What follows belongs to an exercise in optimizing a design on an open flow for small area and a short achievable clock period; a production flow would make more cautious choices.
In this exercise RTL edits were held to simulation tests only and were not proved equivalent to the original.
Power and IR drop assume default switching activity. The flow treats the clock pin as an ideal source, which a real chip does not have.

<file path="flow/run.sh">
#!/bin/bash
# synth_recipe.tcl (not shown) runs the flow's synth.tcl, then flattens the netlist and writes it again
# the make line also repeats each setting of config.mk as NAME=value (left out here)
make -C /OpenROAD-flow-scripts/flow DESIGN_CONFIG=/design/flow/config.mk WORK_HOME=/design/flow/orfs CLKGATE_MAP_FILE= SYNTH_SCRIPT=/design/flow/synth_recipe.tcl finish
</file>
<file path="flow/config.mk">
export PLATFORM = sky130hd
export DESIGN_NAME = SPIwrap
export DESIGN_NICKNAME = SPIwrap
export VERILOG_FILES = /design/flow/design.v
export SDC_FILE = /design/flow/constraint.sdc
export NUM_CORES = 4
export LEC_CHECK = 0
export CAP_MARGIN = 20
export CORE_MARGIN = 2
export CORE_UTILIZATION = 30
export SLEW_MARGIN = 20
export SYNTH_MEMORY_MAX_BITS = 4096
</file>
<file path="flow/constraint.sdc">
create_clock -name core_clock -period 6.0 [get_ports {SCK}]
set_input_delay 1.2000 -clock core_clock [delete_from_list [all_inputs] [get_ports {SCK}]]
set_output_delay 1.2000 -clock core_clock [all_outputs]
set_load 0.01 [all_outputs]
</file>
<file path="flow/design.v">
module SPImem(din, rx_valid, clk, rst_n, dout, tx_valid);
	input rx_valid, clk, rst_n;
	parameter MEM_DEPTH=256, ADDR_SIZE=8;
	input [ADDR_SIZE+1:0] din;
	output reg [ADDR_SIZE-1:0]dout;
	output reg tx_valid;
	reg [ADDR_SIZE-1:0] addr;
	reg sent;
	reg [ADDR_SIZE-1:0] mem [MEM_DEPTH-1:0];
	always @(posedge clk or negedge rst_n) begin
		if (~rst_n) begin
			dout<='b0;
			tx_valid<=0;
			sent<=0;
		end
		else if (rx_valid && din[9:8]!=2'b11) begin
			if (din[9:8]==2'b01) begin
				mem[addr]<=din[7:0];
				tx_valid<=0;
			end
			else begin
				addr<=din[7:0];
				tx_valid<=0;
				if (din[9:8]==2'b10) begin
					sent<=0;
				end
				else begin
					sent<=1;
				end
			end
		end
		else if (din[9:8]==2'b11 && sent==0) begin
			dout<=mem[addr];
			tx_valid<=1;
			sent<=1;
		end
		else begin
			tx_valid<=0;
		end
	end
endmodule
module SPIslav(MOSI, MISO, SS_n, clk, rst_n, rx_data, rx_valid, tx_data, tx_valid);
	parameter IDLE=3'b000, CHK_CMD=3'b001, WRITE=3'b010, READ_ADD=3'b011, READ_DATA=3'b100;
	input MOSI, SS_n, tx_valid, clk, rst_n;
	output reg MISO, rx_valid;
	input [7:0] tx_data;
	output reg [9:0] rx_data;
	reg [2:0] cs,ns;
	reg readflag;
	reg [3:0] counter;
	reg [9:0] addr_data;
	always @(posedge clk or negedge rst_n) begin
		if (~rst_n) begin
			MISO<=0;
			counter<=0;
			readflag<=0;
			addr_data<=0;
			rx_valid<=0;
			rx_data<=0;
			cs<=IDLE;
		end
		else begin
			cs<=ns;
			if (~SS_n) begin
				if (cs==IDLE) begin
					rx_valid<=0;
					MISO<=0;
				end
				else if (cs==CHK_CMD) begin
					rx_valid<=0;
					MISO<=0;				
				end
				else if (counter!=9 && cs!=READ_DATA) begin
					addr_data<={addr_data,MOSI};
					counter<=counter+1;
					rx_valid<=0;
					MISO<=0;
				end
				else if (cs==WRITE) begin
					rx_valid<=1;
					rx_data<={addr_data,MOSI};
					counter<=0;
				end
				else if (cs==READ_ADD) begin
					rx_valid<=1;
					rx_data<={addr_data,MOSI};
					counter<=0;
					readflag<=1;
				end
				else if (cs==READ_DATA) begin
					if (counter!=9 && readflag) begin
						addr_data<={addr_data,MOSI};
						counter<=counter+1;
						rx_valid<=0;
						MISO<=0;
					end
					else if (readflag) begin
						rx_valid<=1;
						rx_data<={addr_data,MOSI};
						readflag<=0;
					end
					else begin
						rx_valid<=0;
						rx_data<=0;
						if (~readflag && counter==9) begin
							counter<=0;
						end
						else if (tx_valid==1) begin
							addr_data[7:0]<=tx_data;
							MISO<=tx_data[7];
						end
						else begin
							{MISO, addr_data[6:1]}<=addr_data[6:0];
						end
					end
				end
				else begin
					rx_valid<=0;
					MISO<=0;
					counter<=0;
				end
			end
			else begin
				rx_valid<=0;
				MISO<=0;
				counter<=0;
			end
		end
	end
	always @(*) begin
		case (cs)
			IDLE:
				if (~SS_n) begin
					ns=CHK_CMD;
				end
				else begin
					ns=IDLE;
				end
			CHK_CMD:
				if (~SS_n) begin
					if (~MOSI) begin
						ns=WRITE;
					end
					else if (~readflag) begin
						ns=READ_ADD;
					end
					else begin
						ns=READ_DATA;
					end
				end
				else begin
					ns=IDLE;
				end
			WRITE:
				if (~SS_n) begin
					ns=WRITE;
				end
				else begin
					ns=IDLE;
				end
			READ_ADD:
				if (~SS_n) begin
					ns=READ_ADD;
				end
				else begin
					ns=IDLE;
				end
			READ_DATA:
				if (~SS_n) begin
					ns=READ_DATA;
				end
				else begin
					ns=IDLE;
				end
			default: ns=IDLE;
		endcase
	end
endmodule
module SPIwrap(MOSI, SCK, SS_n, rst_n, MISO);
	input MOSI, SCK, SS_n, rst_n;
	output MISO;
	wire rx_valid, tx_valid;
	wire [7:0] tx_data;
	wire [9:0] rx_data;
	SPImem SPImem1(rx_data, rx_valid, SCK, rst_n, tx_data, tx_valid);
	SPIslav SPIslav1(MOSI, MISO, SS_n, SCK, rst_n, rx_data, rx_valid, tx_data, tx_valid);
endmodule
</file>
==> results of run 1 <==
## flip-flops by register name, indices dropped and copies added, names as in the netlist
signal              cells
SPImem1.mem          2048
SPIslav1.rx_data       10
SPIslav1.addr_data      9
SPImem1.addr            8
SPImem1.dout            8
SPIslav1.counter        4
SPIslav1.cs             3
SPImem1.sent            1
SPImem1.tx_valid        1
SPIslav1.MISO           1
SPIslav1.readflag       1
SPIslav1.rx_valid       1
## final cells by class
class	count	area share
clock buffer	264	0.0592
sequential	2095	0.647
clock inverter	147	0.0176
multi-input combinational	2557	0.175
timing repair buffer	561	0.0529
antenna	70	0.00181
tap	3533	0.0456
inverter	5	0.000194
## worst max path at each step
stage | end | slack [ps] | cells past startpoint
after floorplan | SPImem1.addr[0] | 2000 | 0
after global placement | SPImem1.dout[5] | 390 | 9
after detailed placement | SPImem1.dout[5] | 730 | 9
after CTS | SPImem1.dout[5] | 740 | 9
after global routing | SPImem1.dout[5] | 650 | 10
final | SPImem1.dout[5] | 240 | 10
## layer usage
layer  global-route usage  vias to the layer above  routed length [um]
met2                0.521                     8473              212000
met3                0.224                     2247               98800
met1                0.466                    34000              183000
li1                     -                    21600                   -
met5              0.00439                        -                 617
met4                0.327                       50               58000
## report_power, final
group          switching, W  internal [W]
sequential         0.000313        0.0168
combinational       0.00110      0.000135
clock               0.00644       0.00799
total               0.00786        0.0249
## synth_stat cells (3+ instances only)
library cell | instances | area share
a2111oi_0 | 5 | 0.00055
a21oi_1 | 105 | 0.0066
a221o_1 | 7 | 0.00087
a221oi_1 | 26 | 0.0028
a222oi_1 | 16 | 0.0020
a22o_1 | 42 | 0.0046
a22oi_1 | 450 | 0.042
a31oi_1 | 6 | 0.00047
a32o_1 | 9 | 0.0011
a32oi_1 | 119 | 0.013
and3_1 | 9 | 0.00070
and4_1 | 10 | 0.0011
and4b_1 | 9 | 0.0011
buf_1 | 108 | 0.0051
buf_2 | 145 | 0.0091
buf_4 | 11 | 0.0010
buf_6 | 13 | 0.0018
clkbuf_1 | 143 | 0.0067
dfrtp_1 | 39 | 0.012
edfxtp_1 | 2056 | 0.77
inv_1 | 5 | 0.00023
mux2i_1 | 13 | 0.0016
nand2_1 | 129 | 0.0060
nand2b_1 | 7 | 0.00055
nand3_1 | 610 | 0.038
nand3b_1 | 5 | 0.00047
nand4_1 | 186 | 0.015
nand4b_1 | 11 | 0.0012
nand4bb_1 | 12 | 0.0017
nor2_1 | 314 | 0.015
nor3_1 | 76 | 0.0047
nor4_1 | 83 | 0.0065
nor4b_1 | 5 | 0.00055
nor4b_2 | 3 | 0.00056
nor4bb_1 | 9 | 0.0011
o2111ai_1 | 4 | 0.00044
o211ai_1 | 11 | 0.0010
o21ai_0 | 36 | 0.0022
o221ai_1 | 4 | 0.00044
o22a_1 | 4 | 0.00044
o22ai_1 | 148 | 0.012
or3_1 | 6 | 0.00047
or4_1 | 31 | 0.0029
or4b_2 | 8 | 0.0010
## stage by stage
| step | setup WS [ps] | cells | utilization | total power, W |
|---|---|---|---|---|
| 4_1_cts | 744 | 9153 | 0.364 | 0.0325 |
| 3_3_place_gp | 391 | 8729 | 0.335 | 0.0185 |
| 5_1_grt | 654 | 9167 | 0.364 | 0.0331 |
| 6_report | 239 | 9232 | 0.365 | 0.0328 |
| 2_1_floorplan | 2000 | 5077 | - | 0.0178 |
| 3_5_place_dp | 727 | 8742 | 0.336 | 0.0186 |
## cell families (layout without fill, tap and decap cells)
| group | count (synthesis) | in the layout | share of synthesized area |
|---|---|---|---|
| AOI/OAI and AO/OA | 1003 | 1003 | 0.0914 |
| xor gates and xnor gates | 1 | 1 | 0.000109 |
| adders and majority gates | 2 | 2 | 0.000312 |
| buffers and inverters | 425 | 977 | 0.0239 |
| DFF | 2095 | 2095 | 0.782 |
| muxes | 15 | 15 | 0.00190 |
| other | 0 | 70 | 0 |
| and+or+nand+nor | 1536 | 1536 | 0.0999 |
## worst max-delay path, stage by stage (launching register included)
cell       delay, ps
edfxtp_1        1050
buf_4            300
nand4bb_4        210
buf_12           400
nor2_1           450
a32oi_1          940
nand4_1          440
or4_1            700
nor4_4           810
buf_4            230
a21oi_1           60
==> impl_metrics.env, run 1 <==
export IMPL_viasPerCell=7.19
export IMPL_post_route_period_util=0.960
export IMPL_core_um2=266000
export IMPL_synth_warnings=3
export IMPL_grt_max_degree=154
export IMPL_syn_num_nets=5083
export IMPL_cts_sinks=2095
export IMPL_crit_path_start_kind="flip-flop"
export IMPL_dr_pass1_iters=9
export IMPL_post_dp_cell_area_um2=89100
export IMPL_grt_overflow_total=0
export IMPL_crit_required_ps=6840
export IMPL_status="timing/DRC/antenna clean"
export IMPL_hold_viol=0
export IMPL_die_w_um=521
export IMPL_synth_edff_count=2056
export IMPL_ios=5
export IMPL_r2r_start="SPImem1.addr[7]"
export IMPL_antenna_found_initial=95
export IMPL_cp_max_fo=38
export IMPL_synthFlopType="edfxtp_1"
export IMPL_fmax_mhz=174
export IMPL_cp_startpoint="SPImem1.addr[7]"
export IMPL_rows=189
export IMPL_nNetsFinal=5449
export IMPL_die_area_um2=271000
export IMPL_gp_congestion=1.10
export IMPL_syn_inst=5077
export IMPL_worst_slew_pin_slew_ps=1400
export IMPL_rsz0062_at_grt="no"
export IMPL_drive_gt1_frac=0.201
export IMPL_h_tree_depth=4
export IMPL_whs_ps=339
export IMPL_ctsLongestPathBuffers=3
export IMPL_grt_pass1_vias=56600
export IMPL_synth_distinct_cells=64
export IMPL_clock_latency_ps=980
export IMPL_final_cell_area_um2=96900
export IMPL_ys_seq_elements=2095
export IMPL_r2r_end="SPImem1.dout[5]"
export IMPL_multi_input_comb_area_um2=17000
export IMPL_syn_to_final_growth_pct=20.9
export IMPL_dp_hpwl_mm=371
export IMPL_cts_setup_buffers=0
export IMPL_ir_drop_v=0.000260
export IMPL_syn_area_per_cell_um2=15.8
export IMPL_synthesis_area_um2=80200
export IMPL_min_path_type="in -> async"
export IMPL_max_cap_violations=0
export IMPL_min_period_ps=5760
export IMPL_vias=66400
export IMPL_finClkSkew_ps=103
export IMPL_drv_slew=0
export IMPL_grt_pass1_wl_mm=680
export IMPL_yosysSeqAreaShare=0.782
export IMPL_die_height_um=521
export IMPL_drtIter0Drc=16400
export IMPL_route_detailed_drc=0
export IMPL_grt_usage=0.397
export IMPL_reg2regPathDepth=10
export IMPL_criticalPathCategory="reg -> reg"
export IMPL_cts_repair_resized=0
export IMPL_mostFrequentLayoutCell="edfxtp_1"
export IMPL_numPortBuffers=4
export IMPL_cts_root_buf="clkbuf_16"
export IMPL_path_clk_slew_ps=60
export IMPL_reg2reg_slack_ps=240
export IMPL_power_density_nw_per_um2=338
export IMPL_tns_ps=0
export IMPL_cts_made_buffers=223
export IMPL_cts_tree="done"
export IMPL_wirelength_mm=553
export IMPL_final_seq_area_um2=62700
export IMPL_arrival_ps=6600
export IMPL_layout_common_cells="edfxtp_1, nand3_1, buf_4"
export IMPL_drtAntennaViolNets=0
export IMPL_wire_per_inst_um=59.9
export IMPL_setup_viol=0
export IMPL_power_leakage_nw=30.0
export IMPL_synthArstFlopShare=0.0186
export IMPL_max_slew_margin=0.0648
export IMPL_ctsHoldBuffers=0
export IMPL_end_kind="flip-flop"
export IMPL_fillers=24800
export IMPL_start_util=0.302
==> run 2, diff against run 1 <==
--- a/flow/design.v
+++ b/flow/design.v
@@ -2,38 +2,55 @@
 	input rx_valid, clk, rst_n;
-	parameter MEM_DEPTH=256, ADDR_SIZE=8;
-	input [ADDR_SIZE+1:0] din;
-	output reg [ADDR_SIZE-1:0]dout;
+	input [9:0] din;
+	output [7:0] dout;
 	output reg tx_valid;
-	reg [ADDR_SIZE-1:0] addr;
+	reg [7:0] addr;
 	reg sent;
-	reg [ADDR_SIZE-1:0] mem [MEM_DEPTH-1:0];
+	reg [7:0] data;       
+	reg wpend;            
+	reg [2:0] ph;
+	reg [2047:0] ring;    
+	wire [255:0] tap = ring[2047:1792];
+	wire hit = (ph == addr[2:0]);
+	wire [7:0] tapbyte = tap[addr[7:3]*8 +: 8];
+	wire wr = rx_valid && din[9:8] == 2'b01;
+	wire ld = rx_valid && !din[8];
+	assign dout = data;
+	reg [255:0] first;
+	integer r;
+	always @(*) begin
+		for (r = 0; r < 32; r = r + 1)
+			first[r*8 +: 8] = (hit && wpend && addr[7:3] == r) ? data : tap[r*8 +: 8];
+	end
+	always @(posedge clk) begin
+		ring <= {ring[1791:0], first};
+		ph <= ph + 3'd1;
+		if (ld)
+			addr <= din[7:0];
+		if (wr) begin
+			data <= din[7:0];
+			wpend <= 1'b1;
+		end
+		else if (hit) begin
+			if (wpend)
+				wpend <= 1'b0;
+			else
+				data <= tapbyte;
+		end
+	end
 	always @(posedge clk or negedge rst_n) begin
 		if (~rst_n) begin
-			dout<='b0;
-			tx_valid<=0;
-			sent<=0;
-		end
-		else if (rx_valid && din[9:8]!=2'b11) begin
-			if (din[9:8]==2'b01) begin
-				mem[addr]<=din[7:0];
-				tx_valid<=0;
-			end
-			else begin
-				addr<=din[7:0];
-				tx_valid<=0;
-				if (din[9:8]==2'b10) begin
-					sent<=0;
-				end
-				else begin
-					sent<=1;
-				end
-			end
-		end
-		else if (din[9:8]==2'b11 && sent==0) begin
-			dout<=mem[addr];
-			tx_valid<=1;
-			sent<=1;
+			tx_valid <= 0;
+			sent <= 0;
+		end
+		else if (rx_valid && din[9:8] != 2'b11) begin
+			tx_valid <= 0;
+			if (din[9:8] != 2'b01)
+				sent <= ~din[9];
+		end
+		else if (din[9:8] == 2'b11 && sent == 0) begin
+			tx_valid <= 1;
+			sent <= 1;
 		end
 		else begin
-			tx_valid<=0;
+			tx_valid <= 0;
 		end
==> run 2 against run 1 <==
Critical endpoint is now SPImem1.data[6]. Clock skew fell by 74 ps. Synthesized area fell by 39%. Core utilization fell by 0.90 points. Critical path depth fell by 3. Still clean. Critical path type unchanged. Worst setup slack improved by 2800 ps. Power fell by 21%.
==> impl_metrics.env, run 2 <==
export IMPL_status="timing/DRC/antenna clean"
export IMPL_synthFlopType="dfxtp_1"
export IMPL_r2r_start="SPImem1.addr[4]"
export IMPL_grt_overflow_total=0
export IMPL_cts_repair_resized=0
export IMPL_crit_required_ps=6520
export IMPL_viasPerCell=3.66
export IMPL_rows=148
export IMPL_cts_root_buf="clkbuf_16"
export IMPL_hold_viol=0
export IMPL_top_register="SPImem1.ring"
export IMPL_cp_max_fo=30
export IMPL_post_route_period_util=0.492
export IMPL_syn_area_per_cell_um2=17.6
export IMPL_reg_top3="SPImem1.ring x2048, SPIslav1.rx_data x10, SPIslav1.addr_data x9"
export IMPL_min_period_ps=2950
export IMPL_cpLargestDelayFamily="buffers and inverters"
export IMPL_power_density_nw_per_um2=451
export IMPL_min_path_type="reg -> reg"
export IMPL_layout_common_cells="dfxtp_1, mux2_2, clkbuf_16"
export IMPL_largest_register_ff_count=2048
export IMPL_antenna_found_initial=0
export IMPL_cp_startpoint="SPImem1.addr[4]"
export IMPL_die_area_um2=166000
export IMPL_mostFrequentLayoutCell="dfxtp_1"
export IMPL_grt_pass1_vias=19500
export IMPL_drv_slew=0
export IMPL_timing_critical_path_buf_inv=2
export IMPL_drive_gt1_frac=0.205
export IMPL_cts_sinks=2099
export IMPL_h_tree_depth=4
export IMPL_gp_congestion=0.741
export IMPL_synthesis_area_um2=48800
export IMPL_wirelength_mm=75.5
export IMPL_dr_pass1_iters=4
export IMPL_total_power_w=0.0260
export IMPL_rsz0062_at_grt="no"
export IMPL_ctsLongestPathBuffers=3
export IMPL_grt_max_degree=40
export IMPL_r2r_end="SPImem1.data[6]"
export IMPL_route_detailed_drc=0
export IMPL_power_leakage_nw=23.0
export IMPL_numPortBuffers=4
export IMPL_drtAntennaViolNets=0
export IMPL_core_um2=162000
export IMPL_tns_ps=0
export IMPL_cp_cell_sequence="buf_4 -> buf_4 -> mux2i_1 -> o22ai_1 -> nor4_1 -> o21ai_0 -> o211a_1"
export IMPL_syn_num_nets=2789
export IMPL_crit_path_start_kind="flip-flop"
export IMPL_clock_latency_ps=770
export IMPL_yosysMostFrequentCell="dfxtp_1"
export IMPL_synth_edff_count=16
export IMPL_fmax_mhz=339
export IMPL_start_util=0.301
export IMPL_die_w_um=407
export IMPL_end_kind="flip-flop"
export IMPL_cts_tree="done"
export IMPL_ctsHoldBuffers=0
export IMPL_synth_distinct_cells=59
export IMPL_syn_inst=2782
export IMPL_cts_setup_buffers=0
export IMPL_arrival_ps=3470
export IMPL_cts_made_buffers=185
export IMPL_wire_per_inst_um=14.4
export IMPL_die_height_um=407
export IMPL_hp_start="SPImem1.ring[1071]"
export IMPL_grt_usage=0.0910
export IMPL_nNetsFinal=2929
export IMPL_ys_seq_elements=2099
export IMPL_ir_drop_v=0.000277
export IMPL_crit_top_cell="buf_4"
export IMPL_fin_ws_ps=3050
export IMPL_utilization=0.356
export IMPL_setup_viol=0
export IMPL_crit_slowest_cell="buf_4"
export IMPL_cpPeakStageDelay_ps=600
export IMPL_yosysTopAreaCell="dfxtp_1"
export IMPL_vias=19200
export IMPL_dp_hpwl_mm=45.2
export IMPL_ios=5
export IMPL_finClkSkew_ps=29.3
export IMPL_place_ws_ps=2970
export IMPL_drtIter0Drc=833
export IMPL_criticalPathCategory="reg -> reg"
export IMPL_path_clk_slew_ps=60
export IMPL_synth_commonest_cells="dfxtp_1, mux2_2, mux2i_1, nand2_1, mux4_2"
export IMPL_synth_top_area_frac=0.841
export IMPL_synth_warnings=2
export IMPL_reg2reg_slack_ps=3050
export IMPL_max_slew_margin=0.314
export IMPL_grt_pass1_wl_mm=116
export IMPL_endpoint="SPImem1.data[6]"
export IMPL_cp_num_cells=7
export IMPL_yosysSeqAreaShare=0.867
export IMPL_reg2regPathDepth=7
export IMPL_synthArstFlopShare=0.0148
export IMPL_syn_to_final_growth_pct=18.3
export IMPL_worst_slew_pin_slew_ps=1030
export IMPL_yosys_top_cells_area="dfxtp_1, mux2_2, mux4_2"
export IMPL_max_cap_violations=0
## run 2: cell types whose count changed in the layout (fill, tap and decap cells not counted), moves of 76 or more
cell | before | now
a21oi_1 | 105 | 11
a22oi_1 | 449 | 0
a32oi_1 | 118 | 0
buf_4 | 479 | 15
dfxtp_1 | 0 | 2052
edfxtp_1 | 2056 | 16
mux2_2 | 2 | 234
nand2_1 | 128 | 51
nand3_1 | 610 | 2
nand4_1 | 186 | 1
nor2_1 | 205 | 23
nor2_2 | 81 | 5
o22ai_1 | 147 | 22
## run 2: cells by family (layout without fill, tap and decap cells)
logic type,count (synthesis),after routing,share of synthesized area
compound gates,84,84,0.0111
mux,370,370,0.0929
flops,2099,2099,0.867
simple gates,147,147,0.0199
xor+xnor,5,5,0.00105
fa+ha+maj,3,3,0.000769
other cells,0,1,0
buf+inv,74,367,0.00710
## run 2: worst min-delay path by stage
stage	endpoint	depth (start not counted)	slack, ps
floorplan	SPImem1.ring[1000]	0	310
global placement	SPImem1.ring[761]	0	310
detailed placement	SPImem1.ring[1737]	0	310
CTS	SPImem1.ring[1348]	0	300
global route	SPImem1.ring[1557]	0	310
finish	SPImem1.ring[1327]	0	310
## run 2: metrics by stage
stage	instance area, um^2	instances	hold WS [ps]
after global routing	57700	5250	309
final	57700	5251	306
after detailed placement	51400	4910	312
after CTS	57700	5250	300
after global placement	51400	4910	310
after floorplan	48800	2782	310
## run 2: layer usage
metal	wire length [um]	vias up	GRT usage
li1	-	9469	-
met1	37100	9303	0.123
met2	32700	293	0.137
met3	2990	149	0.0202
met4	2680	0	0.0440
met5	0	-	0
## run 2: power breakdown
group          switching, W  internal [W]
sequential        0.0000512        0.0140
combinational     0.0000492     0.0000473
clock               0.00497       0.00692
total               0.00507        0.0210
## run 2: cell type report
| class | count | area, um^2 |
|---|---|---|
| Antenna cell | 1 | 2.50 |
| Clock buffer | 264 | 5360 |
| Clock inverter | 76 | 1000 |
| Fill cell | 15200 | 104000 |
| Inverter | 8 | 30.0 |
| Multi-Input combinational cell | 609 | 6140 |
| Sequential cell | 2099 | 42300 |
| Tap cell | 2175 | 2720 |
| Timing Repair Buffer | 19 | 153 |
## run 2: worst reg2reg max path: cells and delay by family, from the launching register on
family,cells,cell delay [ps]
muxes,1,260
buffers and inverters,2,1130
DFF,1,360
AOI/OAI and AO/OA,3,500
and+or+nand+nor,1,460
==> run 3, diff against run 2 <==
==> flow/design.v (replaced) <==
module SPImem(din, rx_valid, clk, rst_n, dout, tx_valid);
	input rx_valid, clk, rst_n;
	input [9:0] din;
	output [7:0] dout;
	output reg tx_valid;
	reg [7:0] addr;
	reg sent;
	reg [7:0] data;       
	reg wpend;            
	reg [2:0] ph;
	reg hit;              
	reg [2047:0] ring;    
	wire [255:0] tap = ring[2047:1792];
	wire wr = rx_valid && din[9:8] == 2'b01;
	wire ld = rx_valid && !din[8];
	assign dout = data;
	reg [31:0] rsel;
	reg [255:0] first;
	reg [7:0] tapbyte;
	integer r;
	always @(*) begin
		tapbyte = 8'd0;
		for (r = 0; r < 32; r = r + 1) begin
			rsel[r] = addr[7:3] == r;
			tapbyte = tapbyte | (tap[r*8 +: 8] & {8{rsel[r]}});
			first[r*8 +: 8] = (hit && wpend && rsel[r]) ? data : tap[r*8 +: 8];
		end
	end
	always @(posedge clk) begin
		ring <= {ring[1791:0], first};
		ph <= ph + 3'd1;
		hit <= ph + 3'd1 == addr[2:0];
		if (ld)
			addr <= din[7:0];
		if (wr) begin
			data <= din[7:0];
			wpend <= 1'b1;
		end
		else if (hit) begin
			if (wpend)
				wpend <= 1'b0;
			else
				data <= tapbyte;
		end
	end
	always @(posedge clk or negedge rst_n) begin
		if (~rst_n) begin
			tx_valid <= 0;
			sent <= 0;
		end
		else if (rx_valid && din[9:8] != 2'b11) begin
			tx_valid <= 0;
			if (din[9:8] != 2'b01)
				sent <= ~din[9];
		end
		else if (rx_valid && din[9:8] == 2'b11 && sent == 0) begin
			tx_valid <= 1;
			sent <= 1;
		end
		else begin
			tx_valid <= 0;
		end
	end
endmodule
module SPIslav(MOSI, MISO, SS_n, clk, rst_n, rx_data, rx_valid, tx_data, tx_valid);
	parameter IDLE=3'b000, CHK_CMD=3'b001, WRITE=3'b010, READ_ADD=3'b011, READ_DATA=3'b100;
	input MOSI, SS_n, tx_valid, clk, rst_n;
	output reg MISO, rx_valid;
	input [7:0] tx_data;
	output [9:0] rx_data;    
	reg [2:0] cs;
	reg readflag;
	reg [3:0] counter;
	reg [9:0] sr;            
	wire last = counter == 4'd9;
	assign rx_data = sr;
	always @(posedge clk) begin
		if (~SS_n) begin
			if ((cs == WRITE || cs == READ_ADD || (cs == READ_DATA && readflag)))
				sr <= {sr[8:0], MOSI};
			else if (cs == READ_DATA && !readflag && !last) begin
				if (tx_valid)
					sr[8:1] <= tx_data;
				else
					sr[7:2] <= sr[6:1];
			end
		end
	end
	always @(posedge clk or negedge rst_n) begin
		if (~rst_n) begin
			MISO <= 0;
			counter <= 0;
			readflag <= 0;
			rx_valid <= 0;
			cs <= IDLE;
		end
		else if (SS_n) begin
			cs <= IDLE;
			rx_valid <= 0;
			MISO <= 0;
			counter <= 0;
		end
		else begin
			case (cs)
				IDLE: begin
					cs <= CHK_CMD;
					rx_valid <= 0;
					MISO <= 0;
				end
				CHK_CMD: begin
					cs <= !MOSI ? WRITE : !readflag ? READ_ADD : READ_DATA;
					rx_valid <= 0;
					MISO <= 0;
				end
				WRITE, READ_ADD: begin
					counter <= last ? 4'd0 : counter + 4'd1;
					rx_valid <= last;
					MISO <= 0;
					if (last && cs == READ_ADD)
						readflag <= 1;
				end
				READ_DATA: begin
					if (readflag) begin
						if (!last)
							counter <= counter + 4'd1;
						else
							readflag <= 0;
						rx_valid <= last;
						MISO <= 0;
					end
					else begin
						rx_valid <= 0;
						if (last)
							counter <= 0;
						else if (tx_valid)
							MISO <= tx_data[7];
						else
							MISO <= sr[7];
					end
				end
				default: begin
					cs <= IDLE;
					rx_valid <= 0;
					MISO <= 0;
					counter <= 0;
				end
			endcase
		end
	end
endmodule
module SPIwrap(MOSI, SCK, SS_n, rst_n, MISO);
	input MOSI, SCK, SS_n, rst_n;
	output MISO;
	wire rx_valid, tx_valid;
	wire [7:0] tx_data;
	wire [9:0] rx_data;
	SPImem SPImem1(rx_data, rx_valid, SCK, rst_n, tx_data, tx_valid);
	SPIslav SPIslav1(MOSI, MISO, SS_n, SCK, rst_n, rx_data, rx_valid, tx_data, tx_valid);
endmodule
--- a/flow/config.mk
+++ b/flow/config.mk
@@ -9,3 +9,7 @@
 export CORE_MARGIN = 2
-export CORE_UTILIZATION = 30
+export CORE_UTILIZATION = 60
+export CTS_BUF_LIST = sky130_fd_sc_hd__clkbuf_16
+export CTS_CLUSTER_DIAMETER = 80
+export CTS_CLUSTER_SIZE = 24
+export SETUP_SLACK_MARGIN = 3.6
 export SLEW_MARGIN = 20
==> run 3 against run 2 <==
Clock skew is 4.7 ps lower. Non-clock buffer count is 65 higher. Register-to-register slack improved by 530 ps. Highest routed layer unchanged. Sequential power hardly changed. Worst hold slack better by 4.8 ps. Clock power down 41%.
==> impl_metrics.env, run 3 <==
export IMPL_layout_common_cells="dfxtp_1, mux2_2, nand3_1"
export IMPL_power_leakage_nw=21.2
export IMPL_gp_congestion=0.887
export IMPL_setup_viol=0
export IMPL_yosys_top_cells_area="dfxtp_1, mux2_2, nand3_1"
export IMPL_worst_slew_pin_slew_ps=1240
export IMPL_end_kind="flip-flop"
export IMPL_cts_tree="done"
export IMPL_die_w_um=288
export IMPL_grt_pass1_wl_mm=139
export IMPL_cp_startpoint="SPImem1.addr[5]"
export IMPL_start_util=0.603
export IMPL_min_period_ps=2420
export IMPL_final_seq_area_um2=42200
export IMPL_tns_ps=0
export IMPL_syn_to_final_growth_pct=9.35
export IMPL_largest_register_ff_count=2048
export IMPL_synth_commonest_cells="dfxtp_1, mux2_2, nand3_1, buf_2, clkbuf_1"
export IMPL_dr_pass1_iters=6
export IMPL_synth_warnings=2
export IMPL_ctsHoldBuffers=0
export IMPL_core_um2=80300
export IMPL_finClkSkew_ps=24.6
export IMPL_ir_drop_v=0.000281
export IMPL_rows=104
export IMPL_dp_hpwl_mm=62.6
export IMPL_hp_start="SPImem1.ring[1181]"
export IMPL_wire_per_inst_um=23.9
export IMPL_top_register="SPImem1.ring"
export IMPL_die_area_um2=83000
export IMPL_min_path_type="reg -> reg"
export IMPL_cts_root_buf="clkbuf_16"
export IMPL_crit_required_ps=6430
export IMPL_reg2reg_slack_ps=3580
export IMPL_arrival_ps=2850
export IMPL_post_route_period_util=0.404
export IMPL_cts_made_buffers=98
export IMPL_drive_gt1_frac=0.172
export IMPL_viasPerCell=5.13
export IMPL_synth_top_area_frac=0.849
export IMPL_criticalPathCategory="reg -> reg"
export IMPL_clock_latency_ps=680
export IMPL_reg_top3="SPImem1.ring x2048, SPIslav1.sr x10"
export IMPL_rsz0062_at_grt="yes"
export IMPL_grt_overflow_total=0
export IMPL_syn_num_nets=2916
export IMPL_fin_ws_ps=3580
export IMPL_antenna_found_initial=4
export IMPL_place_ws_ps=2780
export IMPL_synth_distinct_cells=62
export IMPL_grt_usage=0.235
export IMPL_max_slew_margin=0.171
export IMPL_nNetsFinal=3000
export IMPL_drtIter0Drc=1408
export IMPL_synth_edff_count=26
export IMPL_wirelength_mm=97.2
export IMPL_r2r_start="SPImem1.addr[5]"
export IMPL_status="timing/DRC/antenna clean"
export IMPL_syn_inst=2909
export IMPL_ios=5
export IMPL_fillers=5557
export IMPL_grt_pass1_vias=20400
export IMPL_h_tree_depth=3
export IMPL_power_density_nw_per_um2=395
export IMPL_placed_cells=3892
export IMPL_ctsLongestPathBuffers=3
export IMPL_syn_area_per_cell_um2=16.7
export IMPL_yosysSeqAreaShare=0.871
export IMPL_ys_seq_elements=2091
export IMPL_cp_max_fo=11
export IMPL_crit_path_start_kind="flip-flop"
export IMPL_cts_sinks=2091
export IMPL_die_height_um=288
export IMPL_grt_max_degree=40
export IMPL_vias=20900
export IMPL_fmax_mhz=413
export IMPL_mostFrequentLayoutCell="dfxtp_1"
export IMPL_hold_viol=0
export IMPL_drv_slew=0
export IMPL_synthFlopType="dfxtp_1"
export IMPL_route_detailed_drc=0
export IMPL_synthArstFlopShare=0.00574
export IMPL_multi_input_comb_area_um2=5980
export IMPL_drtAntennaViolNets=0
export IMPL_whs_ps=311
export IMPL_yosysMostFrequentCell="dfxtp_1"
export IMPL_synthesis_area_um2=48400
export IMPL_path_clk_slew_ps=100
export IMPL_final_cells=4069
export IMPL_yosysTopAreaCell="dfxtp_1"
export IMPL_numPortBuffers=4
export IMPL_max_cap_violations=0
==> run 3: cell types whose count changed after synthesis, sizes merged, moves of 21 or more <==
cell   previous run  this run
and3              0        25
buf              30        62
mux2i            63         8
mux4             40         0
nand2            55        14
nand3             3       164
nand4             2        39
o22ai            22         1
==> run 3: path summary, 6_finish.rpt <==
check / to / cells past startpoint
worst max register to register: SPImem1.data[2] / 7
min in group asynchronous: SPIslav1.MISO / 1
worst min register to register: SPImem1.ring[1437] / 0
max in group asynchronous: SPIslav1.counter[3] / 1
worst max-delay path: SPImem1.data[2] / 7
worst min-delay path: SPImem1.ring[1437] / 0
==> run 3: power breakdown <==
group	leakage (nW)	internal, W	switching (W)
Combinational	2.98	0.0000142	0.0000193
Sequential	16.9	0.0139	0.0000106
Clock	1.32	0.00302	0.00397
==> run 3: area by class of cell <==
cell class | instances | share of cell area
repair buffers | 84 | 0.0151
flip-flops and latches | 2091 | 0.796
well taps | 1060 | 0.0250
inverters | 7 | 0.000496
diodes | 2 | 0.0000945
clock buffers | 100 | 0.0472
multi-input cells | 711 | 0.113
clock inverters | 14 | 0.00276
==> run 3: critical path: stages, from the launching register on <==
cell and delay (ps):
edfxtp_1 490, buf_6 170, and3b_2 230, buf_12 160, nand3_1 100, nand4_1 120, or4_4 590, o32a_1 310
==> run 3: kinds of logic after synthesis <==
group / synth area share
adders and majority gates: 0.000775
and+or+nand+nor: 0.0389
xor gates and xnor gates: 0.000723
buffers and inverters: 0.0111
DFF: 0.871
AOI/OAI and AO/OA: 0.0137
muxes: 0.0640
==> run 3: stage by stage <==
step | power, W | area (um^2) | util
2_1_floorplan | 0.0143 | 48400 | -
3_3_place_gp | 0.0143 | 49500 | 0.617
3_5_place_dp | 0.0143 | 49500 | 0.617
4_1_cts | 0.0211 | 52800 | 0.657
5_1_grt | 0.0216 | 53000 | 0.660
6_report | 0.0209 | 53000 | 0.660
==> run 3: repair_timing <==
action,4_1_cts,5_1_grt
buffers inserted,45,11
pin swaps,9,10
setup endpoints to repair,265,46
cloned,5,0
resized for setup,48,26
==> run 3: per-layer routing <==
metal	global-route usage	vias up	share of wire
met2	0.356	610	0.44
met4	0.0930	0	0.041
met1	0.335	10300	0.47
met5	0	-	0
met3	0.0466	195	0.055
li1	-	9736	-
==> run 4, diff against run 3 <==
--- a/flow/design.v
+++ b/flow/design.v
@@ -9,5 +9,7 @@
 	reg wpend;            
-	reg [2:0] ph;
+	reg [3:0] cnt;        
 	reg hit;              
+	reg ins, keep_n;      
 	reg [2047:0] ring;    
+	wire lap = cnt[3];
 	wire [255:0] tap = ring[2047:1792];
@@ -15,6 +17,9 @@
 	wire ld = rx_valid && !din[8];
+	wire hit_next = cnt[2:0] + 3'd1 == addr[2:0];
+	wire wpend_next = wr || (wpend && !ins);
+	wire [7:0] wdata = data ^ {8{lap}};
 	assign dout = data;
-	reg [31:0] rsel;
 	reg [255:0] first;
 	reg [7:0] tapbyte;
+	reg sel, keep;
 	integer r;
@@ -23,5 +28,6 @@
 		for (r = 0; r < 32; r = r + 1) begin
-			rsel[r] = addr[7:3] == r;
-			tapbyte = tapbyte | (tap[r*8 +: 8] & {8{rsel[r]}});
-			first[r*8 +: 8] = (hit && wpend && rsel[r]) ? data : tap[r*8 +: 8];
+			sel = ins && addr[7:3] == r;
+			keep = keep_n || addr[7:3] != r;
+			tapbyte = tapbyte | (tap[r*8 +: 8] & {8{addr[7:3] == r}});
+			first[r*8 +: 8] = ~((tap[r*8 +: 8] | {8{sel}}) & (wdata | {8{keep}}));
 		end
@@ -30,16 +36,13 @@
 		ring <= {ring[1791:0], first};
-		ph <= ph + 3'd1;
-		hit <= ph + 3'd1 == addr[2:0];
+		cnt <= cnt + 4'd1;
+		hit <= hit_next;
+		ins <= hit_next && wpend_next;
+		keep_n <= !(hit_next && wpend_next);
+		wpend <= wpend_next;
 		if (ld)
 			addr <= din[7:0];
-		if (wr) begin
+		if (wr)
 			data <= din[7:0];
-			wpend <= 1'b1;
-		end
-		else if (hit) begin
-			if (wpend)
-				wpend <= 1'b0;
-			else
-				data <= tapbyte;
-		end
+		else if (hit && !wpend)
+			data <= tapbyte ^ {8{lap}};
 	end
--- a/flow/config.mk
+++ b/flow/config.mk
@@ -11,4 +11,4 @@
 export CTS_BUF_LIST = sky130_fd_sc_hd__clkbuf_16
-export CTS_CLUSTER_DIAMETER = 80
-export CTS_CLUSTER_SIZE = 24
+export CTS_CLUSTER_DIAMETER = 100
+export CTS_CLUSTER_SIZE = 32
 export SETUP_SLACK_MARGIN = 3.6
==> run 4 against run 3 <==
Design area down 3.0%. Critical path depth up 2. Worst hold slack better by 12 ps. Core utilization down 0.62 points. Clock-buffer cell count down 22. Sequential power about the same. Largest cell class unchanged. Cell count down 1.9%. Synthesized area down 2.1%. Still clean. Die area down 2.1%. Global-route usage down 2.6 points. Worst setup slack worse by 35 ps.
==> impl_metrics.env, run 4 <==
export IMPL_status="timing/DRC/antenna clean"
export IMPL_grt_pass1_vias=19800
export IMPL_ir_drop_v=0.000305
export IMPL_viasPerCell=5.12
export IMPL_ctsLongestPathBuffers=3
export IMPL_wirelength_mm=84.8
export IMPL_setup_viol=0
export IMPL_core_um2=78600
export IMPL_cts_made_buffers=75
export IMPL_drive_gt1_frac=0.0799
export IMPL_arrival_ps=2960
export IMPL_ys_seq_elements=2094
export IMPL_synth_commonest_cells="dfxtp_1, o22ai_1, nor2_1, clkbuf_1, and3_1"
export IMPL_synthesis_area_um2=47400
export IMPL_gp_congestion=0.888
export IMPL_whs_ps=323
export IMPL_ctsHoldBuffers=0
export IMPL_dr_pass1_iters=7
export IMPL_route_detailed_drc=0
export IMPL_final_cell_area_um2=51400
export IMPL_max_slew_margin=0.279
export IMPL_worst_slew_pin_slew_ps=1080
export IMPL_die_height_um=285
export IMPL_min_period_ps=2460
export IMPL_p_switching_w=0.00379
export IMPL_die_w_um=285
export IMPL_rsz0062_at_grt="yes"
export IMPL_fmax_mhz=407
export IMPL_mostFrequentLayoutCell="dfxtp_1"
export IMPL_min_path_type="reg -> reg"
export IMPL_crit_required_ps=6500
export IMPL_die_area_um2=81300
export IMPL_start_util=0.603
export IMPL_p_sw_frac=0.188
export IMPL_post_route_period_util=0.410
export IMPL_end_kind="flip-flop"
export IMPL_drtIter0Drc=1540
export IMPL_largest_register_ff_count=2048
export IMPL_yosys_top_cells_area="dfxtp_1, o22ai_1, edfxtp_1"
export IMPL_grt_max_degree=35
export IMPL_yosysTopAreaCell="dfxtp_1"
export IMPL_reg_top3="SPImem1.ring x2048, SPIslav1.sr x10"
export IMPL_path_clk_slew_ps=120
export IMPL_criticalPathCategory="reg -> reg"
export IMPL_syn_to_final_growth_pct=8.35
export IMPL_utilization=0.654
export IMPL_cts_tree="done"
export IMPL_grt_overflow_total=0
export IMPL_grt_usage=0.209
export IMPL_power_leakage_nw=20.0
export IMPL_hold_viol=0
export IMPL_clock_latency_ps=650
export IMPL_top_register="SPImem1.ring"
export IMPL_cts_root_buf="clkbuf_16"
export IMPL_tns_ps=0
export IMPL_numPortBuffers=4
export IMPL_synth_top_area_frac=0.868
export IMPL_cts_sinks=2094
export IMPL_max_cap_violations=0
export IMPL_syn_area_per_cell_um2=16.4
export IMPL_syn_inst=2889
export IMPL_cp_max_fo=10
export IMPL_yosysSeqAreaShare=0.891
export IMPL_internal_power_w=0.0163
export IMPL_vias=20400
export IMPL_dp_hpwl_mm=53.2
export IMPL_synth_distinct_cells=57
export IMPL_grt_pass1_wl_mm=126
export IMPL_drtAntennaViolNets=0
export IMPL_layout_common_cells="dfxtp_1, o22ai_1, clkbuf_16"
export IMPL_syn_num_nets=2896
export IMPL_yosysMostFrequentCell="dfxtp_1"
export IMPL_nNetsFinal=2940
export IMPL_synthArstFlopShare=0.00573
export IMPL_crit_path_start_kind="flip-flop"
export IMPL_finClkSkew_ps=21.3
export IMPL_h_tree_depth=3
export IMPL_antenna_found_initial=1
export IMPL_synth_edff_count=26
export IMPL_synth_warnings=2
export IMPL_synthFlopType="dfxtp_1"
export IMPL_ios=5
export IMPL_power_density_nw_per_um2=391
export IMPL_rows=103
export IMPL_drv_slew=0
export IMPL_fillers=5585
export IMPL_antenna_cells=0
export IMPL_p_seq_frac=0.693
export IMPL_post_dp_cell_area_um2=48600
export IMPL_p_clk_frac=0.306
export IMPL_pwr_share_comb=0.001
export IMPL_wire_per_inst_um=21.2
run 4: changes by cell type in the layout (fill, tap and decap cells not counted), moves of 28 or more:
cell,change
mux2_2,-251
nand4_1,-37
nand3_1,-148
o22ai_1,+267
buf_4,-35
mux2i_1,+28
nand2_1,+28
and3_1,+28
run 4: power by group through the flow:
stage	Sequential, W	Clock (W)	Combinational, W
floorplan	0.0142	0	0.0000129
global placement	0.0142	0	0.0000193
finish	0.0139	0.00614	0.0000224
detailed placement	0.0142	0	0.0000207
global route	0.0139	0.00678	0.0000249
CTS	0.0139	0.00629	0.0000207
run 4: critical path, stage by stage, from the launching register on:
cell and delay (ps):
edfxtp_1 410, buf_6 160, buf_12 150, nor3b_4 170, buf_6 150, and3_4 180
a2111oi_4 370, nand4_1 240, o311a_1 360, nor3_2 110
run 4: what timing repair did:
item / 4_1_cts / 5_1_grt
cloned: 3 / 2
resized for setup: 66 / 65
endpoints found under the setup margin: 208 / 120
buffers inserted: 14 / 7
pin swaps: 7 / 24
hold endpoints to repair: 0 / 0
run 4: cell families after synthesis:
logic type / Yosys count / share of synthesized area
XOR/XNOR: 13 / 0.00240
buffers and inverters: 85 / 0.00813
adder cells (fa/ha/maj): 3 / 0.000792
multiplexers: 63 / 0.0161
flip-flops: 2094 / 0.891
AO/OA/AOI/OAI: 365 / 0.0503
AND/OR/NAND/NOR: 266 / 0.0315
run 4: path summary, 6_finish.rpt:
kind                                  endpoint          startpoint  cells after the start  slack, ps
max                            SPImem1.data[0]     SPImem1.addr[7]                      9       3540
min                         SPImem1.ring[1443]  SPImem1.ring[1187]                      0        320
max reg2reg                    SPImem1.data[0]     SPImem1.addr[7]                      9       3540
min reg2reg                 SPImem1.ring[1443]  SPImem1.ring[1187]                      0        320
max in group asynchronous  SPIslav1.counter[1]               rst_n                      1       4720
min in group asynchronous     SPImem1.tx_valid               rst_n                      1        910
run 4: cell type report:
cell class / count / area, um^2 / share of cell area
Timing Repair Buffer: 43 / 499 / 0.00972
Inverter: 8 / 30.0 / 0.000584
Clock inverter: 9 / 62.6 / 0.00122
Sequential cell: 2094 / 42200 / 0.822
Multi-Input combinational cell: 711 / 5280 / 0.103
Clock buffer: 78 / 1950 / 0.0380
Tap cell: 1050 / 1310 / 0.0256
run 4: per-layer routing:
metal / up-vias / global-route usage / routed length [um]
met5: - / 0 / 0
met4: 0 / 0.0704 / 2580
met3: 155 / 0.0311 / 3870
met2: 466 / 0.302 / 35500
met1: 10100 / 0.322 / 42800
li1: 9747 / - / -
run 4: per-stage QoR:
step	power, W	worst slack (ps)	cells
final	0.0201	3540	3993
after detailed placement	0.0143	2910	3880
after global routing	0.0207	3510	3993
after CTS	0.0202	3440	3984
after floorplan	0.0143	3750	2889
after global placement	0.0143	3000	3880
==> run 5, diff against run 4 <==
--- a/flow/design.v
+++ b/flow/design.v
@@ -8,2 +8,3 @@
 	reg [7:0] data;       
+	reg dpol;             
 	reg wpend;            
@@ -12,2 +13,5 @@
 	reg ins, keep_n;      
+	reg [7:0] tcap;       
+	reg tpol;             
+	reg capn;             
 	reg [2047:0] ring;    
@@ -19,4 +23,4 @@
 	wire wpend_next = wr || (wpend && !ins);
-	wire [7:0] wdata = data ^ {8{lap}};
-	assign dout = data;
+	wire [7:0] wdata = data ^ {8{lap}};    
+	assign dout = data ^ {8{dpol}};
 	reg [255:0] first;
@@ -43,6 +47,13 @@
 			addr <= din[7:0];
-		if (wr)
+		tcap <= tapbyte;
+		tpol <= lap;
+		capn <= hit && !wpend && !wr;
+		if (wr) begin
 			data <= din[7:0];
-		else if (hit && !wpend)
-			data <= tapbyte ^ {8{lap}};
+			dpol <= 1'b0;
+		end
+		else if (capn) begin
+			data <= tcap;
+			dpol <= tpol;
+		end
 	end
==> run 5 against run 4 <==
First-iteration DRC count is 9.9% lower. Critical path depth is 3 lower. Synthesized cell count is 2.3% higher. Highest routed layer unchanged. Worst setup slack better by 49 ps. Via count is 0.72% higher. Power is 0.61% higher. Design area hardly changed. Sequential share of layout area is 0.47 points higher. Register-to-register slack better by 50 ps.
==> impl_metrics.env, run 5 <==
export IMPL_ios=5
export IMPL_status="timing/DRC/antenna clean"
export IMPL_post_dp_cell_area_um2=48900
export IMPL_worst_slew_pin_slew_ps=961
export IMPL_ctsHoldBuffers=0
export IMPL_setup_viol=0
export IMPL_synth_compound_area_frac=0.0523
export IMPL_grt_pass1_vias=20000
export IMPL_yosysMostFrequentCell="dfxtp_1"
export IMPL_min_path_type="reg -> reg"
export IMPL_core_um2=79000
export IMPL_cts_tree="done"
export IMPL_crit_path_start_kind="flip-flop"
export IMPL_power_leakage_nw=20.1
export IMPL_drtAntennaViolNets=0
export IMPL_cts_root_buf="clkbuf_16"
export IMPL_rsz0062_at_grt="yes"
export IMPL_max_cap_violations=0
export IMPL_wirelength_mm=85.8
export IMPL_synth_xor_area_frac=0.00385
export IMPL_clock_latency_ps=650
export IMPL_grt_pass1_wl_mm=126
export IMPL_synthArstFlopShare=0.00570
export IMPL_die_w_um=286
export IMPL_ir_drop_v=0.000301
export IMPL_tns_ps=0
export IMPL_syn_area_per_cell_um2=16.2
export IMPL_vias=20600
export IMPL_start_util=0.605
export IMPL_layout_common_cells="dfxtp_1, o22ai_1, clkbuf_16"
export IMPL_yosys_area_share_simple=0.0288
export IMPL_ctsLongestPathBuffers=3
export IMPL_synth_commonest_cells="dfxtp_1, o22ai_1, clkbuf_1, nand2_1, mux2i_1"
export IMPL_yosysTopAreaCell="dfxtp_1"
export IMPL_synth_warnings=2
export IMPL_dp_hpwl_mm=53.7
export IMPL_yosysSeqAreaShare=0.888
export IMPL_whs_ps=322
export IMPL_arrival_ps=3000
export IMPL_drtIter0Drc=1387
export IMPL_die_area_um2=82000
export IMPL_cp_cell_sequence="buf_6 -> buf_12 -> or4b_2 -> o21ai_1 -> a2111oi_4 -> nand4b_1"
export IMPL_hold_viol=0
export IMPL_finClkSkew_ps=24.7
export IMPL_viasPerCell=5.11
export IMPL_criticalPathCategory="reg -> reg"
export IMPL_dr_pass1_iters=7
export IMPL_antenna_found_initial=1
export IMPL_crit_required_ps=6590
export IMPL_grt_usage=0.208
export IMPL_die_height_um=286
export IMPL_largest_register_ff_count=2048
export IMPL_post_route_period_util=0.402
export IMPL_synthFlopType="dfxtp_1"
export IMPL_gp_congestion=0.936
export IMPL_yosys_top_cells_area="dfxtp_1, o22ai_1, edfxtp_1"
export IMPL_grt_max_degree=63
export IMPL_mostFrequentLayoutCell="dfxtp_1"
export IMPL_top_register="SPImem1.ring"
export IMPL_max_slew_margin=0.354
export IMPL_drv_slew=0
export IMPL_cpPeakStageDelay_ps=790
export IMPL_final_seq_area_um2=42500
export IMPL_ys_seq_elements=2105
export IMPL_syn_num_nets=2963
export IMPL_power_density_nw_per_um2=394
export IMPL_end_kind="flip-flop"
export IMPL_synth_distinct_cells=58
export IMPL_whs_path_depth=0
export IMPL_rows=103
export IMPL_drive_gt1_frac=0.0658
export IMPL_synth_top_area_frac=0.865
export IMPL_cts_made_buffers=75
export IMPL_placed_cells=3923
export IMPL_cp_max_fo=24
export IMPL_final_cell_area_um2=51400
export IMPL_syn_inst=2956
export IMPL_cts_sinks=2105
export IMPL_synth_mux_area_frac=0.0159
export IMPL_min_period_ps=2410
export IMPL_wire_per_inst_um=21.3
export IMPL_synth_edff_count=26
export IMPL_reg_top3="SPImem1.ring x2048, SPIslav1.sr x10"
export IMPL_reg2regPathDepth=6
export IMPL_synthAdderAreaFrac=0.000785
export IMPL_path_clk_slew_ps=120
export IMPL_final_cells=4029
export IMPL_nNetsFinal=2973
export IMPL_multi_input_comb_area_um2=5110
export IMPL_numPortBuffers=4
export IMPL_fillers=5632
export IMPL_fmax_mhz=415
export IMPL_crit_slowest_cell="or4b_2"
export IMPL_grt_overflow_total=0
export IMPL_route_detailed_drc=0
export IMPL_syn_to_final_growth_pct=7.38
export IMPL_synth_top_family_by_area="compound AO/OA/AOI/OAI gates"
export IMPL_h_tree_depth=3
export IMPL_synthesis_area_um2=47800
-- run 5: cell types whose count changed after synthesis, sizes merged, moves of 10 or more --
| cell | previous run | this run |
|---|---|---|
| dfxtp | 2056 | 2067 |
| a2111oi | 16 | 6 |
| clkbuf | 53 | 79 |
| nand2 | 41 | 78 |
| and4 | 15 | 0 |
| mux2 | 17 | 32 |
| o21ai | 8 | 21 |
| and3 | 48 | 38 |
| nor2 | 71 | 32 |
-- run 5: final cells by class --
type,instances,area share
Antenna cell,1,0.0000487
Clock buffer,79,0.0385
Clock inverter,10,0.000926
Inverter,9,0.000658
Multi-Input combinational cell,735,0.0995
Sequential cell,2105,0.827
Tap cell,1050,0.0256
Timing Repair Buffer,40,0.00789
-- run 5: worst max-delay path: cells and delay by family (launching register included) --
kind            cells  cell delay [ps]
flops               1              480
compound gates      2              560
buf+inv             2              340
simple gates        2              960
-- run 5: cell families (layout without fill, tap and decap cells) --
family | count (synthesis) | after routing
DFF | 2105 | 2105
AOI/OAI and AO/OA | 384 | 384
and+or+nand+nor | 254 | 255
buffers and inverters | 117 | 138
muxes | 72 | 72
xor gates and xnor gates | 21 | 21
adders and majority gates | 3 | 3
other | 0 | 1
-- run 5: timing repair --
| item | in CTS | in global routing |
|---|---|---|
| setup buffers | 3 | 8 |
| gates cloned | 1 | 4 |
| gates resized for setup | 35 | 25 |
| setup endpoints to repair | 246 | 53 |
| pin swaps | 0 | 1 |
-- run 5: metal layers --
layer,global-route usage,vias up,share of wire
met4,0.0819,0,0.040
li1,-,9887,-
met2,0.320,421,0.44
met1,0.302,10100,0.49
met3,0.0270,167,0.036
met5,0,-,0
-- run 5: final timing paths --
path	startpoint	endpoint	slack (ps)
worst max-delay path	SPImem1.addr[6]	SPImem1.tcap[3]	3590
worst min-delay path	SPImem1.ring[587]	SPImem1.ring[843]	320
worst max register to register	SPImem1.addr[6]	SPImem1.tcap[3]	3590
worst min register to register	SPImem1.ring[587]	SPImem1.ring[843]	320
max in group asynchronous	rst_n	SPIslav1.cs[1]	4730
min in group asynchronous	rst_n	SPImem1.tx_valid	900
-- run 5: per-stage QoR --
| step | total power (W) | setup WS, ps | util |
|---|---|---|---|
| global route | 0.0209 | 3530 | 0.650 |
| finish | 0.0202 | 3590 | 0.650 |
| floorplan | 0.0144 | 3730 | - |
| detailed placement | 0.0144 | 2570 | 0.619 |
| global placement | 0.0144 | 2300 | 0.619 |
| CTS | 0.0204 | 3520 | 0.647 |
-- run 5: power breakdown --
part	internal [W]	switching, W	total (W)	leakage [nW]
sequential	0.0140	0.0000160	0.0140	17.3
clock	0.00240	0.00375	0.00615	1.03
combinational	0.0000139	0.0000243	0.0000382	1.75
==> run 6, diff against run 5 <==
==> flow/flow/run.sh (new file) <==
#!/bin/bash
# The standard layout, with clock tree synthesis told to cluster up to 32
# flip-flops within 100 um under each clkbuf_16 and to add no dummy loads.
set -euo pipefail
CTS="-sink_clustering_enable -repair_clock_nets -sink_clustering_size 32 -sink_clustering_max_diameter 100 -buf_list sky130_fd_sc_hd__clkbuf_16 -dont_use_dummy_load"
bash standard.sh "CTS_ARGS=$CTS" finish > flow_make.log 2>&1
==> flow/standard.sh (new file) <==
#!/bin/bash
# synth_recipe.tcl (not shown) runs the flow's synth.tcl, then flattens the netlist and writes it again
# the make line also repeats each setting of config.mk as NAME=value (left out here)
make -C /OpenROAD-flow-scripts/flow DESIGN_CONFIG=/design/flow/config.mk WORK_HOME=/design/flow/orfs CLKGATE_MAP_FILE= SYNTH_SCRIPT=/design/flow/synth_recipe.tcl "${@:-finish}"
--- a/flow/config.mk
+++ b/flow/config.mk
@@ -10,5 +10,2 @@
 export CORE_UTILIZATION = 60
-export CTS_BUF_LIST = sky130_fd_sc_hd__clkbuf_16
-export CTS_CLUSTER_DIAMETER = 100
-export CTS_CLUSTER_SIZE = 32
 export SETUP_SLACK_MARGIN = 3.6
removed: flow/run.sh
==> run 6 against run 5 <==
Power down 0.82%. Clock-buffer cell count is 4 lower. Clock skew rose by 6.9 ps. Sequential power about the same. Via count fell by 0.34%. Core utilization is 0.15 points lower. Cell count fell by 0.45%. Largest cell class unchanged. Largest power group unchanged.
==> impl_metrics.env, run 6 <==
export IMPL_dp_hpwl_mm=53.7
export IMPL_crit_slowest_cell="or4b_2"
export IMPL_h_tree_depth=3
export IMPL_dr_pass1_iters=7
export IMPL_power_density_nw_per_um2=391
export IMPL_synthAdderAreaFrac=0.000785
export IMPL_start_util=0.605
export IMPL_post_route_period_util=0.398
export IMPL_gp_congestion=0.936
export IMPL_syn_num_nets=2963
export IMPL_viasPerCell=5.12
export IMPL_cts_root_buf="clkbuf_16"
export IMPL_syn_area_per_cell_um2=16.2
export IMPL_criticalPathCategory="reg -> reg"
export IMPL_min_period_ps=2390
export IMPL_grt_pass1_wl_mm=127
export IMPL_ys_seq_elements=2105
export IMPL_reg2reg_slack_ps=3610
export IMPL_finClkSkew_ps=31.7
export IMPL_syn_to_final_growth_pct=7.13
export IMPL_largest_register_ff_count=2048
export IMPL_ios=5
export IMPL_status="timing/DRC/antenna clean"
export IMPL_max_cap_violations=0
export IMPL_min_path_type="reg -> reg"
export IMPL_grt_overflow_total=0
export IMPL_wire_per_inst_um=21.2
export IMPL_rsz0062_at_grt="yes"
export IMPL_tns_ps=0
export IMPL_nNetsFinal=2970
export IMPL_yosys_area_share_simple=0.0288
export IMPL_drive_gt1_frac=0.0652
export IMPL_cpPeakStageDelay_ps=810
export IMPL_cts_tree="done"
export IMPL_crit_path_start_kind="flip-flop"
export IMPL_yosys_top_cells_area="dfxtp_1, o22ai_1, edfxtp_1"
export IMPL_syn_inst=2956
export IMPL_grt_pass1_vias=20100
export IMPL_fmax_mhz=418
export IMPL_drtAntennaViolNets=0
export IMPL_worst_slew_pin_slew_ps=924
export IMPL_ctsHoldBuffers=0
export IMPL_synth_xor_area_frac=0.00385
export IMPL_synth_edff_count=26
export IMPL_mostFrequentLayoutCell="dfxtp_1"
export IMPL_synthFlopType="dfxtp_1"
export IMPL_post_dp_cell_area_um2=48900
export IMPL_drv_slew=0
export IMPL_route_detailed_drc=0
export IMPL_die_height_um=286
export IMPL_synth_compound_area_frac=0.0523
export IMPL_synthArstFlopShare=0.00570
export IMPL_synth_commonest_cells="dfxtp_1, o22ai_1, clkbuf_1, nand2_1, mux2i_1"
export IMPL_yosysTopAreaCell="dfxtp_1"
export IMPL_grt_usage=0.209
export IMPL_synth_distinct_cells=58
export IMPL_wirelength_mm=85.1
export IMPL_cp_cell_sequence="buf_4 -> buf_12 -> or4b_2 -> o21ai_1 -> a2111oi_4 -> nand4b_1"
export IMPL_synth_top_area_frac=0.865
export IMPL_die_area_um2=82000
export IMPL_max_slew_margin=0.384
export IMPL_yosysMostFrequentCell="dfxtp_1"
export IMPL_fillers=5623
export IMPL_reg_top3="SPImem1.ring x2048, SPIslav1.sr x10"
export IMPL_synth_mux_area_frac=0.0159
export IMPL_grt_max_degree=34
export IMPL_top_register="SPImem1.ring"
export IMPL_crit_required_ps=6580
export IMPL_cts_sinks=2105
export IMPL_path_clk_slew_ps=120
export IMPL_end_kind="flip-flop"
export IMPL_antenna_found_initial=1
export IMPL_synthesis_area_um2=47800
export IMPL_cp_max_fo=24
export IMPL_die_w_um=286
export IMPL_ctsLongestPathBuffers=3
export IMPL_drtIter0Drc=1298
export IMPL_vias=20500
export IMPL_core_um2=79000
export IMPL_layout_common_cells="dfxtp_1, o22ai_1, nand2_1"
export IMPL_power_leakage_nw=20.0
export IMPL_numPortBuffers=4
export IMPL_yosysSeqAreaShare=0.888
export IMPL_synth_warnings=2
export IMPL_hold_viol=0
export IMPL_cts_made_buffers=75
export IMPL_antenna_cells=0
export IMPL_final_cell_area_um2=51200
export IMPL_arrival_ps=2970
export IMPL_clock_latency_ps=650
export IMPL_ir_drop_v=0.000325
export IMPL_rows=103
export IMPL_synth_top_family_by_area="compound AO/OA/AOI/OAI gates"
export IMPL_setup_viol=0
==> run 6: worst paths after layout <==
check                                    from  depth (start not counted)                 end
max reg2reg                   SPImem1.addr[6]                          6     SPImem1.tcap[2]
min in group asynchronous               rst_n                          1        SPImem1.sent
min                        SPImem1.ring[1632]                          0  SPImem1.ring[1888]
max                           SPImem1.addr[6]                          6     SPImem1.tcap[2]
max in group asynchronous               rst_n                          1      SPIslav1.cs[1]
min reg2reg                SPImem1.ring[1632]                          0  SPImem1.ring[1888]
==> run 6: final cells by class <==
cell class | instances | area [um^2] | share of cell area
tap | 1050 | 1310 | 0.0256
inverter | 9 | 33.8 | 0.000659
multi-input combinational | 735 | 5130 | 0.100
clock buffer | 75 | 1880 | 0.0366
timing repair buffer | 37 | 412 | 0.00803
sequential | 2105 | 42500 | 0.829
==> run 6: report_power, final <==
part	internal [W]	leakage, nW	switching (W)
Combinational	0.0000139	1.75	0.0000243
Clock	0.00227	0.924	0.00371
Sequential	0.0140	17.3	0.0000160
==> run 6: per-stage QoR <==
step	worst slack [ps]	instances	util	hold WS (ps)	total power (W)
finish	3610	4011	0.649	308	0.0201
global route	3580	4011	0.649	318	0.0207
CTS	3480	4004	0.646	309	0.0202
detailed placement	2570	3923	0.619	312	0.0144
global placement	2300	3922	0.619	310	0.0144
floorplan	3730	2956	-	310	0.0144
==> run 6: critical path, delay by kind of cell (launching register included) <==
family	cells	cell delay, ps
and+or+nand+nor	2	960
AOI/OAI and AO/OA	2	530
DFF	1	460
buffers and inverters	2	380
==> run 6: routing by layer <==
metal / vias up / wire length [um] / track usage / part of all wire
met5: - / 13 / 0 / 0.00015
met4: 2 / 3650 / 0.0829 / 0.043
met3: 165 / 3320 / 0.0265 / 0.039
met2: 462 / 37100 / 0.323 / 0.44
met1: 10000 / 41100 / 0.303 / 0.48
li1: 9863 / - / - / -
==> run 6: cells by family (layout without fill, tap and decap cells) <==
logic type,after synthesis,in the layout
AO/OA/AOI/OAI,384,384
XOR/XNOR,21,21
adder cells (fa/ha/maj),3,3
buffers and inverters,117,121
flip-flops,2105,2105
multiplexers,72,72
AND/OR/NAND/NOR,254,255
==> run 6: timing repair <==
item	4_1_cts	5_1_grt
setup endpoints to repair	245	46
pin swaps	0	1
gates cloned	2	2
buffers inserted	4	5
gates resized for setup	40	23
==> run 7, diff against run 6 <==
--- a/flow/design.v
+++ b/flow/design.v
@@ -28,5 +28,12 @@
 	reg sel, keep;
-	integer r;
+	integer r, g, k;
+	reg [7:0] grp;
 	always @(*) begin
 		tapbyte = 8'd0;
+		for (g = 0; g < 8; g = g + 1) begin
+			grp = 8'd0;
+			for (k = 0; k < 4; k = k + 1)
+				grp = grp | (tap[(g*4+k)*8 +: 8] & {8{addr[4:3] == k}});
+			tapbyte = tapbyte | (grp & {8{addr[7:5] == g}});
+		end
 		for (r = 0; r < 32; r = r + 1) begin
@@ -34,3 +41,2 @@
 			keep = keep_n || addr[7:3] != r;
-			tapbyte = tapbyte | (tap[r*8 +: 8] & {8{addr[7:3] == r}});
 			first[r*8 +: 8] = ~((tap[r*8 +: 8] | {8{sel}}) & (wdata | {8{keep}}));
==> run 7 against run 6 <==
Synthesized cell count is 7.0% lower. Global-route usage shrank 0.57 points. Via count fell by 5.3%. Sequential share of layout area grew 0.24 points. Clock power barely moved. Design area down 0.29%.
==> impl_metrics.env, run 7 <==
export IMPL_status="timing/DRC/antenna clean"
export IMPL_hold_end="SPImem1.ring[1696]"
export IMPL_ctsLongestPathBuffers=3
export IMPL_yosysTopAreaCell="dfxtp_1"
export IMPL_viasPerCell=5.06
export IMPL_max_slew_margin=0.370
export IMPL_synthArstFlopShare=0.00570
export IMPL_wirelength_mm=82.3
export IMPL_r2r_end="SPImem1.ring[168]"
export IMPL_ios=5
export IMPL_rows=103
export IMPL_synthesis_area_um2=47700
export IMPL_finClkSkew_ps=37.5
export IMPL_drv_slew=0
export IMPL_ys_seq_elements=2105
export IMPL_yosysSeqAreaShare=0.889
export IMPL_drtIter0Drc=1100
export IMPL_synth_warnings=2
export IMPL_fin_ws_ps=3630
export IMPL_crit_path_start_kind="flip-flop"
export IMPL_cpPeakStageDelay_ps=760
export IMPL_final_cell_area_um2=51100
export IMPL_syn_area_per_cell_um2=17.4
export IMPL_core_um2=78900
export IMPL_reg2reg_slack_ps=3630
export IMPL_crit_top_cell="nand2_1"
export IMPL_die_height_um=286
export IMPL_largest_register_ff_count=2048
export IMPL_cp_cell_sequence="nand2_1 -> nor2_2 -> nand2_1 -> o22ai_1"
export IMPL_layout_common_cells="dfxtp_1, o22ai_1, clkbuf_16"
export IMPL_tns_ps=0
export IMPL_grt_overflow_total=0
export IMPL_die_w_um=286
export IMPL_criticalPathCategory="reg -> reg"
export IMPL_vias=19400
export IMPL_arrival_ps=2930
export IMPL_grt_pass1_wl_mm=122
export IMPL_whs_path_depth=0
export IMPL_fillers=5646
export IMPL_ctsHoldBuffers=0
export IMPL_nNetsFinal=2803
export IMPL_grt_pass1_vias=19600
export IMPL_synth_commonest_cells="dfxtp_1, o22ai_1, nand2_1, mux4_2, a22oi_1"
export IMPL_hold_viol=0
export IMPL_clock_latency_ps=660
export IMPL_numPortBuffers=4
export IMPL_setup_viol=0
export IMPL_worst_slew_pin_slew_ps=943
export IMPL_synthFlopType="dfxtp_1"
export IMPL_gp_congestion=0.832
export IMPL_die_area_um2=81800
export IMPL_yosys_top_cells_area="dfxtp_1, o22ai_1, mux4_2"
export IMPL_reg_top3="SPImem1.ring x2048, SPIslav1.sr x10"
export IMPL_wire_per_inst_um=21.4
export IMPL_power_leakage_nw=20.0
export IMPL_cts_root_buf="clkbuf_16"
export IMPL_syn_num_nets=2755
export IMPL_grt_usage=0.204
export IMPL_antenna_cells=0
export IMPL_route_detailed_drc=0
export IMPL_yosysMostFrequentCell="dfxtp_1"
export IMPL_hp_start="SPImem1.ring[1440]"
export IMPL_power_density_nw_per_um2=393
export IMPL_post_route_period_util=0.396
export IMPL_ir_drop_v=0.000271
export IMPL_place_ws_ps=2910
export IMPL_whs_ps=316
export IMPL_max_cap_violations=0
export IMPL_synth_edff_count=26
export IMPL_post_dp_cell_area_um2=49100
export IMPL_min_path_type="reg -> reg"
-- run 7: cell types whose count changed after synthesis, moves of 20 or more --
cell / delta
clkbuf_1: -51
and3_1: -34
o21ai_0: -20
mux4_2: +50
mux2i_1: -35
mux2_2: -25
-- run 7: how the worst max path moves through the flow --
stage                          end  cells after the start       startpoint
4_1_cts                       MISO                      1    SPIslav1.MISO
3_3_place_gp   SPIslav1.counter[1]                      5             SS_n
2_1_floorplan       SPIslav1.sr[1]                      3             SS_n
5_1_grt                       MISO                      1    SPIslav1.MISO
3_5_place_dp        SPIslav1.sr[8]                      3             SS_n
6_report         SPImem1.ring[168]                      4  SPImem1.addr[5]
-- run 7: critical path: cells and delay by family (launching register included) --
family	cells	cell delay, ps
and+or+nand+nor	3	1250
AOI/OAI and AO/OA	1	270
DFF	1	760
-- run 7: routing by layer --
layer | vias up | track usage | share of wire
met1 | 9653 | 0.299 | 0.49
met5 | - | 0 | 0.00016
met4 | 2 | 0.0793 | 0.039
met3 | 168 | 0.0362 | 0.042
li1 | 9272 | - | -
met2 | 351 | 0.303 | 0.43
-- run 7: report_power, final --
group | switching (W) | internal [W] | total [W]
clock network | 0.00373 | 0.00228 | 0.00600
registers | 0.0000178 | 0.0140 | 0.0140
logic | 0.0000269 | 0.0000186 | 0.0000455
-- run 7: logic make-up after synthesis --
family                   Yosys count  synth area share
AND/OR/NAND/NOR                  167            0.0231
AO/OA/AOI/OAI                    307            0.0413
adder cells (fa/ha/maj)            3          0.000786
multiplexers                      77            0.0342
flip-flops                      2105             0.889
XOR/XNOR                          20           0.00367
buffers and inverters             69           0.00744
-- run 7: repair_timing --
item / CTS / global route
gates cloned: 0 / 0
setup endpoints to repair: 238 / 30
hold endpoints to repair: 0 / 0
gates resized for setup: 9 / 10
pin swaps: 1 / 1
setup buffers: 7 / 2
-- run 7: cell type report --
cell class                      count  area, um^2  share of cell area
Sequential cell                  2105       42500               0.831
Multi-Input combinational cell    574        5120               0.100
Tap cell                         1050        1310              0.0257
Clock buffer                       75        1880              0.0367
Inverter                            7        26.3            0.000514
Timing Repair Buffer               33         282             0.00551
-- run 7: stage by stage --
stage / cells / utilization
detailed placement: 3760 / 0.622
global route: 3844 / 0.648
floorplan: 2748 / -
finish: 3844 / 0.648
CTS: 3842 / 0.647
global placement: 3760 / 0.622

Setup slack of run 7, layout unchanged: 3.626 ns with ideal ports, 3.566 ns with driving cells assumed (clock clkbuf_16, inputs buf_2), 3.198 ns with port delays also shifted by the 0.710 ns mid clock arrival.
